What follows belongs to an exercise in optimizing a design on an open flow for a short achievable clock period and few clock cycles; a production flow would make more cautious choices. Function was checked by simulation only, so behaviour that the tests miss may differ from the original. The flow treats the clock pin as an ideal source, which a real chip does not have. Power and IR drop assume default switching activity.

==> run D <==
## MCPU
module MCPU(
    input clk,
    input reset,
    input [31:0] Data_in,
    output mem_w,
    output [31:0] Data_out,
    output [31:0] Addr_out
);
==> flow/config.mk <==
export PLATFORM = sky130hd
export DESIGN_NAME = MCPU
export DESIGN_NICKNAME = MCPU
export VERILOG_FILES = /design/flow/design.v
export SDC_FILE = /design/flow/constraint.sdc
export NUM_CORES = 8
export LEC_CHECK = 0
export CAP_MARGIN = 20
export CORE_MARGIN = 2
export CORE_UTILIZATION = 30
export SLEW_MARGIN = 20
export SYNTH_HIERARCHICAL = 1
==> flow/constraint.sdc <==
create_clock -name core_clock -period 10.0 [get_ports {clk}]
set_input_delay 2.0000 -clock core_clock [delete_from_list [all_inputs] [get_ports {clk}]]
set_output_delay 2.0000 -clock core_clock [all_outputs]
set_load 0.01 [all_outputs]
standard.sh (not shown) runs the stock make flow with config.mk's settings and CLKGATE_MAP_FILE= SYNTH_SCRIPT=/design/flow/synth_recipe.tcl, a recipe that flattens the netlist after the stock synthesis.
==> flow/flow/run.sh <==
#!/bin/bash
# The standard layout, except that: the port buffers are buf_8 cells
# (not delay cells); timing repair aims for a 6 ns setup margin on the worst
# 5% of endpoints, and runs once more after CTS (flow/post_cts.tcl) and
# after global routing (flow/post_grt.tcl). make's output goes to flow.log;
# ORFS keeps each step's log under orfs/logs.
set -uo pipefail
bash standard.sh SETUP_SLACK_MARGIN=6 TNS_END_PERCENT=5 \
  "BUFFER_PORTS_ARGS=-buffer_cell sky130_fd_sc_hd__buf_8" \
  POST_CTS_TCL=$PWD/flow/post_cts.tcl POST_GLOBAL_ROUTE_TCL=$PWD/flow/post_grt.tcl \
  finish > flow.log 2>&1
==> flow/flow/post_cts.tcl <==
# Extra setup repair after CTS: two more passes, without cell footprint
# matching, then legalize the placement again.
estimate_parasitics -placement
repair_timing -setup -setup_margin 6 -repair_tns 5
repair_timing -setup -setup_margin 6 -repair_tns 5
detailed_placement
check_placement -verbose
estimate_parasitics -placement
puts "post_cts worst slack [worst_slack -max]"
==> flow/flow/post_grt.tcl <==
# Extra setup repair after global routing, without cell footprint matching,
# with the incremental global routing and legalization ORFS uses around its
# own repair.
estimate_parasitics -global_routing
global_route -start_incremental
repair_timing -setup -setup_margin 6 -repair_tns 5
detailed_placement
global_route -end_incremental
check_placement -verbose
estimate_parasitics -global_routing
puts "post_grt worst slack [worst_slack -max]"
==> run K: changes against run D <==
--- a/flow/design.v
+++ b/flow/design.v
@@ -1,14 +1,17 @@
 module Mux32(input s, input [31:0] a, input [31:0] b, output [31:0] y);
     assign y = s ? a : b;
 endmodule
 module AddrMux(input sel_m, sel_r, input [31:0] m, r, n, output [31:0] y);
     assign y = sel_m ? m : (sel_r ? r : n);
 endmodule
+module AddrMux4(input sel_m, sel_r, sel_f, input [31:0] m, r, f, n, output [31:0] y);
+    assign y = sel_m ? m : (sel_r ? r : (sel_f ? f : n));
+endmodule
 module NfaSel(input hold, sq, b, j, jr, jalr, input c, s, input [13:0] h, hp, hm,
               input [15:0] lo, input [31:0] fa, pc4, jt, ra, jl, output [31:0] y);
     wire [31:0] bt = {c ? (s ? h : hp) : (s ? hm : h), lo, fa[1:0]};
     assign y = ({32{hold}} & fa) | ({32{sq}} & pc4) | ({32{j}} & jt) |
                ({32{jr}} & ra) | ({32{jalr}} & jl) | ({32{b}} & bt);
 endmodule
 module ALU(
     input clk,
@@ -146,16 +149,25 @@
 endmodule
 module Add32(input [31:0] a, input [31:0] b, input cin, output [31:0] s);
     assign s = a + b + {31'd0, cin};
 endmodule
 module BrCarry(input [15:0] a, input [15:0] b, output c);
     wire [16:0] s = {1'b0, a} + {1'b0, b} + 17'd1;
     assign c = s[16];
 endmodule
+module UseDecode(input [31:0] ir, output urs, urt);
+    wire [5:0] op = ir[31:26];
+    wire [5:0] fn = ir[5:0];
+    wire isR = (op == 6'h00);
+    assign urs = (isR & (fn != 6'h00) & (fn != 6'h02)) | (op == 6'h08) | (op == 6'h0a) |
+                 (op == 6'h0c) | (op == 6'h0d) | (op == 6'h0e) | (op == 6'h23) |
+                 (op == 6'h2b) | (op == 6'h04) | (op == 6'h05);
+    assign urt = isR | (op == 6'h2b) | (op == 6'h04) | (op == 6'h05);
+endmodule
 module MCPU(
     input clk,
     input reset,
     input [31:0] Data_in,
     output mem_w,
     output [31:0] Data_out,
     output [31:0] Addr_out
 );
@@ -182,38 +194,43 @@
     reg        em_v;
     reg        em_mem;       
     reg        em_st;        
     reg [31:0] em_res, em_sd;
     reg [4:0]  em_rd;
     reg        em_wr, em_load, em_jalr;
     reg        em_redir;     
     reg [31:0] em_tgt;
+    reg        em_slow;      
+    reg [31:0] em_sum;
+    reg        rfe_v;
+    reg [31:0] rfe_a;
     reg        mw_we;
     reg [4:0]  mw_rd;
     reg [31:0] mw_res;
-    reg em_redir_p, em_mem_p;
+    reg em_redir_p, em_mem_p, rfe_v_p;
     wire [31:0] fetch_addr;
-    Mux32 fam (.s(em_redir), .a(em_tgt), .b(nfa), .y(fetch_addr));
+    AddrMux fam (.sel_m(em_redir), .sel_r(rfe_v), .m(em_tgt), .r(rfe_a), .n(nfa), .y(fetch_addr));
     wire [31:0] f_pc4;
     Inc4 finc (.a(fetch_addr), .y(f_pc4));
     wire port_busy = em_mem;
-    AddrMux amx (.sel_m(em_mem_p), .sel_r(em_redir_p), .m(em_res), .r(em_tgt), .n(nfa), .y(Addr_out));
+    AddrMux4 amx (.sel_m(em_mem_p), .sel_r(em_redir_p), .sel_f(rfe_v_p), .m(em_res), .r(em_tgt),
+                  .f(rfe_a), .n(nfa), .y(Addr_out));
     assign mem_w = em_st;
     assign Data_out = em_sd;
     localparam IC_B = 6;
     localparam IC_N = 1 << IC_B;
     reg [31:0]        ic_data [0:IC_N-1];
     reg [16:0]        ic_blo  [0:IC_N-1];
     reg [3:0]         ic_pd   [0:IC_N-1];
     reg [15-IC_B:0]   ic_tag  [0:IC_N-1];
     reg [IC_N-1:0]    ic_val;
     wire [IC_B-1:0]   ic_idx = nfa[IC_B+1:2];
     wire              ic_hit = ic_val[ic_idx] & (ic_tag[ic_idx] == nfa[17:IC_B+2]);
-    wire              f_ok = ~port_busy | ic_hit;
+    wire              f_ok = (~port_busy | (ic_hit & ~rfe_v)) & ~em_slow;
     wire [31:0]       f_ir = port_busy ? ic_data[ic_idx] : Data_in;
     wire [3:0]  f_pd_m;
     Predecode fpdm (.ir(Data_in), .pd(f_pd_m));
     wire [3:0]  f_pd = port_busy ? ic_pd[ic_idx] : f_pd_m;
     wire        f_ptb = f_pd[3];
     wire        f_j = f_pd[2];
     wire        f_jr = f_pd[1];
     wire        f_jalr = f_pd[0];
@@ -315,63 +332,73 @@
                .wd(mw_res), .qa(rf_a), .qb(rf_b));
     wire [31:0] rs_w = (mw_we && mw_rd == rs) ? mw_res : rf_a;
     wire [31:0] rt_w = (mw_we && mw_rd == rt) ? mw_res : rf_b;
     wire [31:0] rs_val = (m_we && em_rd == rs) ? m_wd : rs_w;
     wire [31:0] rt_val = (m_we && em_rd == rt) ? m_wd : rt_w;
     wire [31:0] d_b = use_imm ? (imm_zx ? zx : sx) : rt_val;
     wire e_wr_rs = de_v & de_wr & (de_rd == rs);
     wire e_wr_rt = de_v & de_wr & (de_rd == rt);
-    wire d_stall = fd_v & de_v & de_load & ((use_rs & e_wr_rs) | (use_rt & e_wr_rt));
+    reg d_stall;
+    wire f_urs, f_urt;
+    UseDecode fud (.ir(f_ir), .urs(f_urs), .urt(f_urt));
+    wire ds_next = ~d_stall & fd_v & ~e_misp & i_lw & (rt != 5'd0) & f_ok &
+                   ((f_urs & (f_ir[25:21] == rt)) | (f_urt & (f_ir[20:16] == rt)));
     wire [31:0] fa = de_fa ? em_res : de_a;
     wire [31:0] fs = de_fs ? em_res : de_sd;
     wire [31:0] e_res, e_sum;
     wire e_eq;
     ALU alu (.clk(clk), .d_fa(e_wr_rs), .d_fb(e_wr_rt & ~use_imm), .d_inv(d_inv),
              .ra(de_a), .rb(de_b), .fwd(em_res), .pass(de_imm),
              .shv(de_shv), .sh(de_sh), .lut(de_lut),
              .s_sum(de_s_sum), .s_slt(de_s_slt), .s_lu(de_s_lu), .s_sll(de_s_sll),
              .s_srl(de_s_srl), .s_pass(de_s_pass),
              .res(e_res), .sum(e_sum));
     wire e_eqp;
     BrCmp bcmp (.ra(de_a), .rb(de_b), .fwd(em_res), .pred(de_pred), .fa(de_fa), .fb(de_fb),
                 .eq(e_eq), .eqp(e_eqp));
     wire e_taken = de_bne ? ~e_eq : e_eq;
     wire e_misp = de_v & ((de_br & (e_taken != de_pt)) | (de_jr & ~(de_rt0 & e_eqp)));
-    wire f_take = f_ok & ~d_stall;
     wire [31:0] nfa_next;
-    NfaSel nsel (.hold(~f_take), .sq(f_take & ~f_redir), .b(f_take & f_ptb), .j(f_take & f_j),
-                 .jr(f_take & f_jr), .jalr(f_take & f_jalr),
+    wire f_go = ~d_stall;
+    NfaSel nsel (.hold(d_stall), .sq(f_go & ~f_redir), .b(f_go & f_ptb), .j(f_go & f_j),
+                 .jr(f_go & f_jr), .jalr(f_go & f_jalr),
                  .c(f_bc), .s(f_ir[15]), .h(f_hi), .hp(f_hip), .hm(f_him), .lo(f_blo[15:0]),
                  .fa(fetch_addr), .pc4(f_pc4), .jt(f_jtgt), .ra(ras), .jl(jlast), .y(nfa_next));
     always @(posedge clk or posedge reset) begin
         if (reset) begin
             nfa <= 32'd0;
             ras <= 32'd0;
             jlast <= 32'd0;
             fd_v <= 1'b0;
             de_v <= 1'b0;
             em_v <= 1'b0;
             em_mem <= 1'b0;
             em_st <= 1'b0;
             em_redir <= 1'b0;
+            em_slow <= 1'b0;
+            rfe_v <= 1'b0;
+            d_stall <= 1'b0;
             mw_we <= 1'b0;
             fl_v <= 1'b0;
         end else begin
             if (~d_stall) fd_v <= f_ok & ~e_misp;
             nfa <= nfa_next;
             de_v <= fd_v & ~d_stall & ~e_misp;
             em_v <= de_v;
             em_mem <= de_v & (de_load | de_store);
             em_st <= de_v & de_store;
             em_redir <= e_misp;
+            em_slow <= e_misp & de_jr & ~de_rt0;
+            rfe_v <= ~d_stall & ~f_ok;
+            d_stall <= ds_next;
             mw_we <= m_we;
             fl_v <= ~port_busy;
             if (fd_v & ~d_stall & link) ras <= fd_pc4;
-            if (em_v & em_jalr) jlast <= em_tgt;
+            if (em_v & em_jalr) jlast <= em_slow ? em_sum : em_tgt;
         end
     end
     always @(posedge clk) begin
         if (~d_stall) begin
             fd_ir <= f_ir;
             fd_rs_oh <= 32'd1 << f_ir[25:21];
             fd_rt_oh <= 32'd1 << f_ir[20:16];
             fd_pc4 <= f_pc4;
@@ -416,13 +443,16 @@
         de_pred <= fd_redir ? (d_br ? d_btgt : fd_tgt) : fd_pc4;
         de_alt <= fd_redir ? fd_pc4 : d_btgt;
         em_res <= e_res;
         em_sd <= fs;
         em_rd <= de_rd;
         em_wr <= de_wr;
         em_load <= de_load;
         em_jalr <= de_jalr;
-        em_tgt <= de_br ? de_alt : (de_rt0 ? fa : e_sum);
+        em_tgt <= de_br ? de_alt : fa;
+        em_sum <= e_sum;
+        rfe_a <= em_slow ? em_sum : fetch_addr;
+        rfe_v_p <= ~d_stall & ~f_ok;
         mw_rd <= em_rd;
         mw_res <= m_wd;
     end
 endmodule
==> comparison table <==
Result of the run: run D no timing/DRC/antenna violations; run K no timing/DRC/antenna violations
Ratio of cells with drive above 1 in the final layout: run D 16.7%; run K 16.9%
Skew final: run D 169 ps; run K 162 ps
Clock-pin transition on the worst setup and hold timing paths: run D 60 ps; run K 70 ps
Multi-input combinational area share: run D 25.9%; run K 25.8%
Master of the slowest instance on the critical path: run D nor4_1; run K dfrtp_4
Largest net degree at the start of global routing: run D 86; run K 98
GR met2 Demand/Resource: run D 40.0%; run K 40.4%
Capture point of the critical path: run D nfa[13]; run K d_stall
Number of global-route vias before repair: run D 175k; run K 177k
Combinational logic power: run D 21.2 mW; run K 21.6 mW
End of the worst register-to-register path: run D nfa[13]; run K d_stall
Non-clock inverter count: run D 149; run K 182
Via density per instance: run D 6.47; run K 6.56
Arrival time reported for the critical path endpoint: run D 6020 ps; run K 6110 ps
Detailed-route wire length per cell: run D 41.4 um; run K 42.3 um
Number of buffers and inverters on the critical path: run D 6; run K 4
Sequential cell count: run D 5885; run K 5953
Power attributed to the clock group: run D 22.8 mW; run K 23.1 mW
Final instance count without filler cells: run D 30.4k; run K 30.4k
Final critical-path setup slack: run D 4920 ps; run K 4870 ps
Clock insertion delay at the later pin of the skew report: run D 1230 ps; run K 1200 ps
Die height: run D 918 um; run K 920 um
Floorplan core area: run D 832000 sq um; run K 837000 sq um
Mean Syn Cell Area: run D 13.9 sq um; run K 14.0 sq um
Testbench counts of run D, summed over its fixed seeds: cycles 164,984.
Testbench counts of run K, summed over its fixed seeds: cycles 164,984.

-- re-timing with driven ports --
How much do the figures lean on ideal ports? The routed layouts below were timed once more, with nothing changed but the port constraints.
Step 1 sets driving cells, clkbuf_16 on the clock port and buf_2 on the other inputs (assumed; they add their load-dependent delay and slew).
Step 2 also shifts input and output timing later by t, the mid clock arrival at the registers, as if the neighbouring blocks saw the same clock.
Slacks: ideal / step 1 / step 2; pairs: ideal / step 1.
run	shift t [ns]	setup WS [ns]	hold WS [ns]	clock arrival spread, ns	worst register clock-pin slew, ns
run D	1.280	4.923 / 4.923 / 4.333	0.335 / 0.335 / 0.335	0.174 / 0.173	0.08 / 0.08
run K	1.268	4.874 / 4.874 / 4.532	0.331 / 0.331 / 0.331	0.173 / 0.173	0.07 / 0.07
After both steps setup and hold are still met in every run listed. The setup slack of run D, which loses most, moves by 0.000 ns with the drivers and by -0.590 ns with both steps.
